This design comes from an exercise in tuning for small area, a short achievable clock period and few clock cycles on the open sky130 flow, not from production work. Only simulation tests tie the RTL to the original design; equivalence was not proved. The flow treats the clock pin as an ideal source. Dropping or thinning the clock tree relies on that and would not hold on a real chip. No activity file was given, so power comes from the tool's default toggle rates.

// ni_apb_bridge
module ni_apb_bridge (
    input         clk,
    input         resetn,
    input  [15:0] i_flit,
    input         enable,
    output [15:0] o_flit,
    output        ready,
    output        valid_out,
    input  [31:0] prdata,
    input         pready,
    input         pslverr,
    output [13:0] paddr,
    output        psel,
    output        penable,
    output        pwrite,
    output [31:0] pwdata
);
  localparam [2:0] RX_IDLE = 3'b000, RX_B0 = 3'b001, RX_B1 = 3'b011, RX_B2 = 3'b010,
                   RX_B3 = 3'b110, RX_TL = 3'b111;
  reg [15:0] h_q, t_q, o_q;    
  reg [31:0] pw_q;             
  reg        e_q;              
  reg        rdy_q, psel_q, pen_q, vld_q;
  reg [2:0]  rx_q;
  reg        infl_q;           
  reg        pend_q;           
  reg [3:0]  bt_q;             
  wire take   = rdy_q & enable;
  wire xend   = pen_q & pready;
  wire ofree  = ~vld_q | bt_q[3];
  wire start  = (xend | pend_q) & ofree;
  wire [31:0] rd_perm = {prdata[1:0], prdata[31:18], prdata[17:2]};
  wire [31:0] wr_flit = {i_flit[2:1], i_flit[15:1], i_flit[15:1]};
  wire rx_b01 = ~rx_q[2] & rx_q[0];    
  wire [31:0] pw_d = {(rx_q == RX_B2 && !pen_q) ? wr_flit[31:30] : rd_perm[31:30],
                      rx_b01 ? wr_flit[29:0] : rd_perm[29:0]};
  wire ld0 = xend | (rx_q == RX_B0);
  wire ld1 = xend | (rx_q == RX_B1);
  wire ld2 = xend | (rx_q == RX_B2);
  always @(posedge clk) begin
    if (!resetn) begin
      rdy_q  <= 1'b1;
      rx_q   <= RX_IDLE;
      infl_q <= 1'b0;
      psel_q <= 1'b0;
      pen_q  <= 1'b0;
  ...
==> module ni_apb_bridge, before the edit <==
module ni_apb_bridge (
    input         clk,
    input         resetn,
    input  [15:0] i_flit,
    input         enable,
    output [15:0] o_flit,
    output        ready,
    output        valid_out,
    input  [31:0] prdata,
    input         pready,
    input         pslverr,
    output [13:0] paddr,
    output        psel,
    output        penable,
    output        pwrite,
    output [31:0] pwdata
);
  localparam [2:0] RX_IDLE = 3'b000, RX_B0 = 3'b001, RX_B1 = 3'b011, RX_B2 = 3'b010,
                   RX_B3 = 3'b110, RX_TL = 3'b111;
  reg [15:0] h_q, t_q, o_q;    
  reg [31:0] pw_q;             
  reg        e_q;              
  reg        rdy_q, psel_q, pen_q, vld_q;
  reg [2:0]  rx_q;
  reg        infl_q;           
  reg        pend_q;           
  reg [3:0]  bt_q;             
  wire take   = rdy_q & enable;
  wire xend   = pen_q & pready;
  wire ofree  = ~vld_q | bt_q[3];
  wire start  = (xend | pend_q) & ofree;
  wire [31:0] rd_perm = {prdata[1:0], prdata[31:18], prdata[17:2]};
  wire [31:0] wr_flit = {i_flit[2:1], i_flit[15:1], i_flit[15:1]};
  wire rx_b01 = ~rx_q[2] & rx_q[0];    
  wire [31:0] pw_d = {(rx_q == RX_B2 && !pen_q) ? wr_flit[31:30] : rd_perm[31:30],
                      rx_b01 ? wr_flit[29:0] : rd_perm[29:0]};
  wire ld0 = xend | (rx_q == RX_B0);
  wire ld1 = xend | (rx_q == RX_B1);
  wire ld2 = xend | (rx_q == RX_B2);
  always @(posedge clk) begin
    if (!resetn) begin
      rdy_q  <= 1'b1;
      rx_q   <= RX_IDLE;
      infl_q <= 1'b0;
      psel_q <= 1'b0;
      pen_q  <= 1'b0;
      pend_q <= 1'b0;
      vld_q  <= 1'b0;
    end else begin
      case (rx_q)
        RX_IDLE: if (take) rx_q <= RX_B0;
        RX_B0:   rx_q <= RX_B1;
        RX_B1:   rx_q <= RX_B2;
        RX_B2:   rx_q <= RX_B3;
        RX_B3:   rx_q <= RX_TL;
        default: rx_q <= RX_IDLE;
      endcase
      if (take) infl_q <= 1'b1;
      else if (start) infl_q <= 1'b0;
      rdy_q <= ~take & (rx_q == RX_IDLE || rx_q == RX_TL) & (~infl_q | start);
      if ((rx_q == RX_B0 && !i_flit[1]) || (rx_q == RX_B2 && pw_q[0])) psel_q <= 1'b1;
      else if (xend) psel_q <= 1'b0;
      pen_q  <= psel_q & ~xend;
      pend_q <= (xend | pend_q) & ~start;
      if (start) vld_q <= 1'b1;
      else if (bt_q[3]) vld_q <= 1'b0;
    end
  end
  always @(posedge clk) begin
    if (rdy_q) h_q <= i_flit;
    if (rx_q == RX_TL) t_q <= i_flit;
    if (ld0) pw_q[14:0]  <= pw_d[14:0];
    if (ld1) pw_q[29:15] <= pw_d[29:15];
    if (ld2) pw_q[31:30] <= pw_d[31:30];
    if (pen_q) e_q <= pslverr;
    if (ofree) begin
      o_q  <= h_q;
      bt_q <= 4'b0000;
    end else begin
      bt_q <= {bt_q[2:0], ~|bt_q[2:0]};
      o_q  <= ({16{~|bt_q[2:0]}} & {2'b00, pw_q[29:16]})
            | ({16{bt_q[0]}} & pw_q[15:0])
            | ({16{bt_q[1]}} & {pw_q[31:30], e_q, 13'b0})
            | ({16{bt_q[2]}} & t_q);
    end
  end
  assign ready     = rdy_q;
  assign valid_out = vld_q;
  assign o_flit    = o_q;
  assign psel      = psel_q;
  assign penable   = pen_q;
  assign paddr     = pw_q[14:1];
  assign pwrite    = pw_q[0];
  assign pwdata    = pw_q;
endmodule
export LEC_CHECK = 0
export CAP_MARGIN = 20
export CORE_MARGIN = 2
export CORE_UTILIZATION = 50
export PLACE_DENSITY = 0.8
export SETUP_SLACK_MARGIN = 3.2
export SLEW_MARGIN = 20
create_clock -name core_clock -period 5.0 [get_ports {clk}]
standard.sh (not shown) runs the stock make flow with config.mk's settings and CLKGATE_MAP_FILE= SYNTH_SCRIPT=/design/flow/synth_recipe.tcl, a recipe that flattens the netlist after the stock synthesis.
==> flow/flow/run.sh <==
#!/bin/bash
# The standard layout, except:
#  - the port buffers are sky130_fd_sc_hd__buf_1 (buffer_ports otherwise
#    picks clkdlybuf4s50_1, a slow delay cell);
#  - the clock tree is four clkbuf_16 fed from the clock port, each driving
#    a quarter of the flip-flops (see mantree.tcl), in place of TritonCTS's
#    two-level H-tree.
set -euo pipefail
export BUFFER_PORTS_ARGS="-buffer_cell sky130_fd_sc_hd__buf_1"
export PRE_CTS_TCL="$PWD/flow/pre_cts.tcl"
bash standard.sh finish > standard_flow.log 2>&1
==> flow/flow/mantree.tcl <==
# Clock tree of NB clkbuf_16 buffers, each driving a slice of the flip-flops
# (sorted by x), all fed straight from the clock port.
proc manual_clock_tree { nb } {
  set block [ord::get_db_block]
  set clknet [$block findNet clk]
  set master [[ord::get_db] findMaster sky130_fd_sc_hd__clkbuf_16]
  set sinks {}
  foreach it [$clknet getITerms] {
    set inst [$it getInst]
    set bb [$inst getBBox]
    lappend sinks [list [expr {([$bb xMin] + [$bb xMax]) / 2}] [expr {([$bb yMin] + [$bb yMax]) / 2}] $it]
  }
  set sinks [lsort -integer -index 0 $sinks]
  set n [llength $sinks]
  for {set b 0} {$b < $nb} {incr b} {
    set lo [expr {$b * $n / $nb}]
    set hi [expr {($b + 1) * $n / $nb - 1}]
    set grp [lrange $sinks $lo $hi]
    set sx 0; set sy 0
    foreach s $grp { incr sx [lindex $s 0]; incr sy [lindex $s 1] }
    set cx [expr {$sx / [llength $grp]}]
    set cy [expr {$sy / [llength $grp]}]
    set inst [odb::dbInst_create $block $master clkman_$b]
    set net [odb::dbNet_create $block clkman_net_$b]
    $net setSigType CLOCK
    [$inst findITerm A] connect $clknet
    [$inst findITerm X] connect $net
    foreach s $grp {
      set it [lindex $s 2]
      $it disconnect
      $it connect $net
    }
    $inst setLocation $cx $cy
    $inst setPlacementStatus PLACED
  }
}
==> flow/flow/pre_cts.tcl <==
# Sourced by ORFS's cts.tcl before clock tree synthesis (PRE_CTS_TCL): build
# the clock tree by hand instead, as a few clkbuf_16 fed from the clock port.
source [file join [file dirname [info script]] mantree.tcl]
rename clock_tree_synthesis orfs_clock_tree_synthesis
proc clock_tree_synthesis { args } {
  manual_clock_tree 4
  set_propagated_clock [all_clocks]
}
Testbench counts at the start, summed over its fixed seeds: cycles 10,485.
Rerun with:
--- a/flow/design.v
+++ b/flow/design.v
@@ -16,25 +16,25 @@
     output [31:0] pwdata
 );
   localparam [2:0] RX_IDLE = 3'b000, RX_B0 = 3'b001, RX_B1 = 3'b011, RX_B2 = 3'b010,
                    RX_B3 = 3'b110, RX_TL = 3'b111;
+  localparam [2:0] BT_HD = 3'b000, BT_F1 = 3'b001, BT_F2 = 3'b011, BT_F3 = 3'b010,
+                   BT_TL = 3'b110;
   reg [15:0] h_q, t_q, o_q;    
   reg [31:0] pw_q;             
   reg        e_q;              
   reg        rdy_q, psel_q, pen_q, vld_q;
   reg [2:0]  rx_q;
   reg        infl_q;           
   reg        pend_q;           
-  reg [3:0]  bt_q;             
+  reg [2:0]  bt_q;
   wire take   = rdy_q & enable;
   wire xend   = pen_q & pready;
-  wire ofree  = ~vld_q | bt_q[3];
+  wire ofree  = ~vld_q | (bt_q == BT_TL);
   wire start  = (xend | pend_q) & ofree;
   wire [31:0] rd_perm = {prdata[1:0], prdata[31:18], prdata[17:2]};
   wire [31:0] wr_flit = {i_flit[2:1], i_flit[15:1], i_flit[15:1]};
-  wire rx_b01 = ~rx_q[2] & rx_q[0];    
-  wire [31:0] pw_d = {(rx_q == RX_B2 && !pen_q) ? wr_flit[31:30] : rd_perm[31:30],
-                      rx_b01 ? wr_flit[29:0] : rd_perm[29:0]};
+  wire [31:0] pw_d    = pen_q ? rd_perm : wr_flit;
   wire ld0 = xend | (rx_q == RX_B0);
   wire ld1 = xend | (rx_q == RX_B1);
   wire ld2 = xend | (rx_q == RX_B2);
   always @(posedge clk) begin
@@ -62,9 +62,9 @@
       else if (xend) psel_q <= 1'b0;
       pen_q  <= psel_q & ~xend;
       pend_q <= (xend | pend_q) & ~start;
       if (start) vld_q <= 1'b1;
-      else if (bt_q[3]) vld_q <= 1'b0;
+      else if (bt_q == BT_TL) vld_q <= 1'b0;
     end
   end
   always @(posedge clk) begin
     if (rdy_q) h_q <= i_flit;
@@ -74,15 +74,16 @@
     if (ld2) pw_q[31:30] <= pw_d[31:30];
     if (pen_q) e_q <= pslverr;
     if (ofree) begin
       o_q  <= h_q;
-      bt_q <= 4'b0000;
+      bt_q <= BT_HD;
     end else begin
-      bt_q <= {bt_q[2:0], ~|bt_q[2:0]};
-      o_q  <= ({16{~|bt_q[2:0]}} & {2'b00, pw_q[29:16]})
-            | ({16{bt_q[0]}} & pw_q[15:0])
-            | ({16{bt_q[1]}} & {pw_q[31:30], e_q, 13'b0})
-            | ({16{bt_q[2]}} & t_q);
+      case (bt_q)
+        BT_HD:   begin o_q <= {2'b00, pw_q[29:16]};      bt_q <= BT_F1; end
+        BT_F1:   begin o_q <= pw_q[15:0];                bt_q <= BT_F2; end
+        BT_F2:   begin o_q <= {pw_q[31:30], e_q, 13'b0}; bt_q <= BT_F3; end
+        default: begin o_q <= t_q;                       bt_q <= BT_TL; end
+      endcase
     end
   end
   assign ready     = rdy_q;
   assign valid_out = vld_q;
=>
- The new run completed without violations
- combinational power decreases by 12%
- final cell count increases by about 8%
- setup slack gets worse by 0.0095 ns
- die area increases by 5.7%
- cell area increases by about 4.4%
- first-iteration DRC count increases by 110%
- sequential cell count decreases by 1
- global-route usage is about the same
- total power decreases by 2.2%
- wire length increases by about 5.4%
- via count increases by 7.9%
Testbench counts after the change, summed over its fixed seeds: cycles 10,485.
No run of this note takes its clock network from TritonCTS; it comes from the design's own scripts or RTL.

[port drivers added, routing unchanged]
How much do the figures lean on ideal ports? The routed layouts below were timed once more, with nothing changed but the port constraints. Step 1, drivers: a clkbuf_16 drives clk and a buf_2 each remaining input, both assumed. Step 2 also shifts input and output timing later by t, the mid clock arrival at the registers, as if the neighbouring blocks saw the same clock. Three values: no drivers, after step 1, after step 2; two values: the first two.
run | t, ns | setup WS [ns] | hold WS [ns] | worst slew at a driven data input, ns | pins driven straight from the clock port
the first run | 0.221 | 3.232 / 3.161 / 3.085 | 0.468 / 0.468 / 0.468 | 0.04 | 4
the second run | 0.225 | 3.223 / 3.153 / 3.051 | 0.503 / 0.503 / 0.503 | 0.04 | 4
After both steps every run listed still meets setup and hold. The setup slack of the second run, which loses most, moves by -0.070 ns with the drivers and by -0.172 ns with both steps.
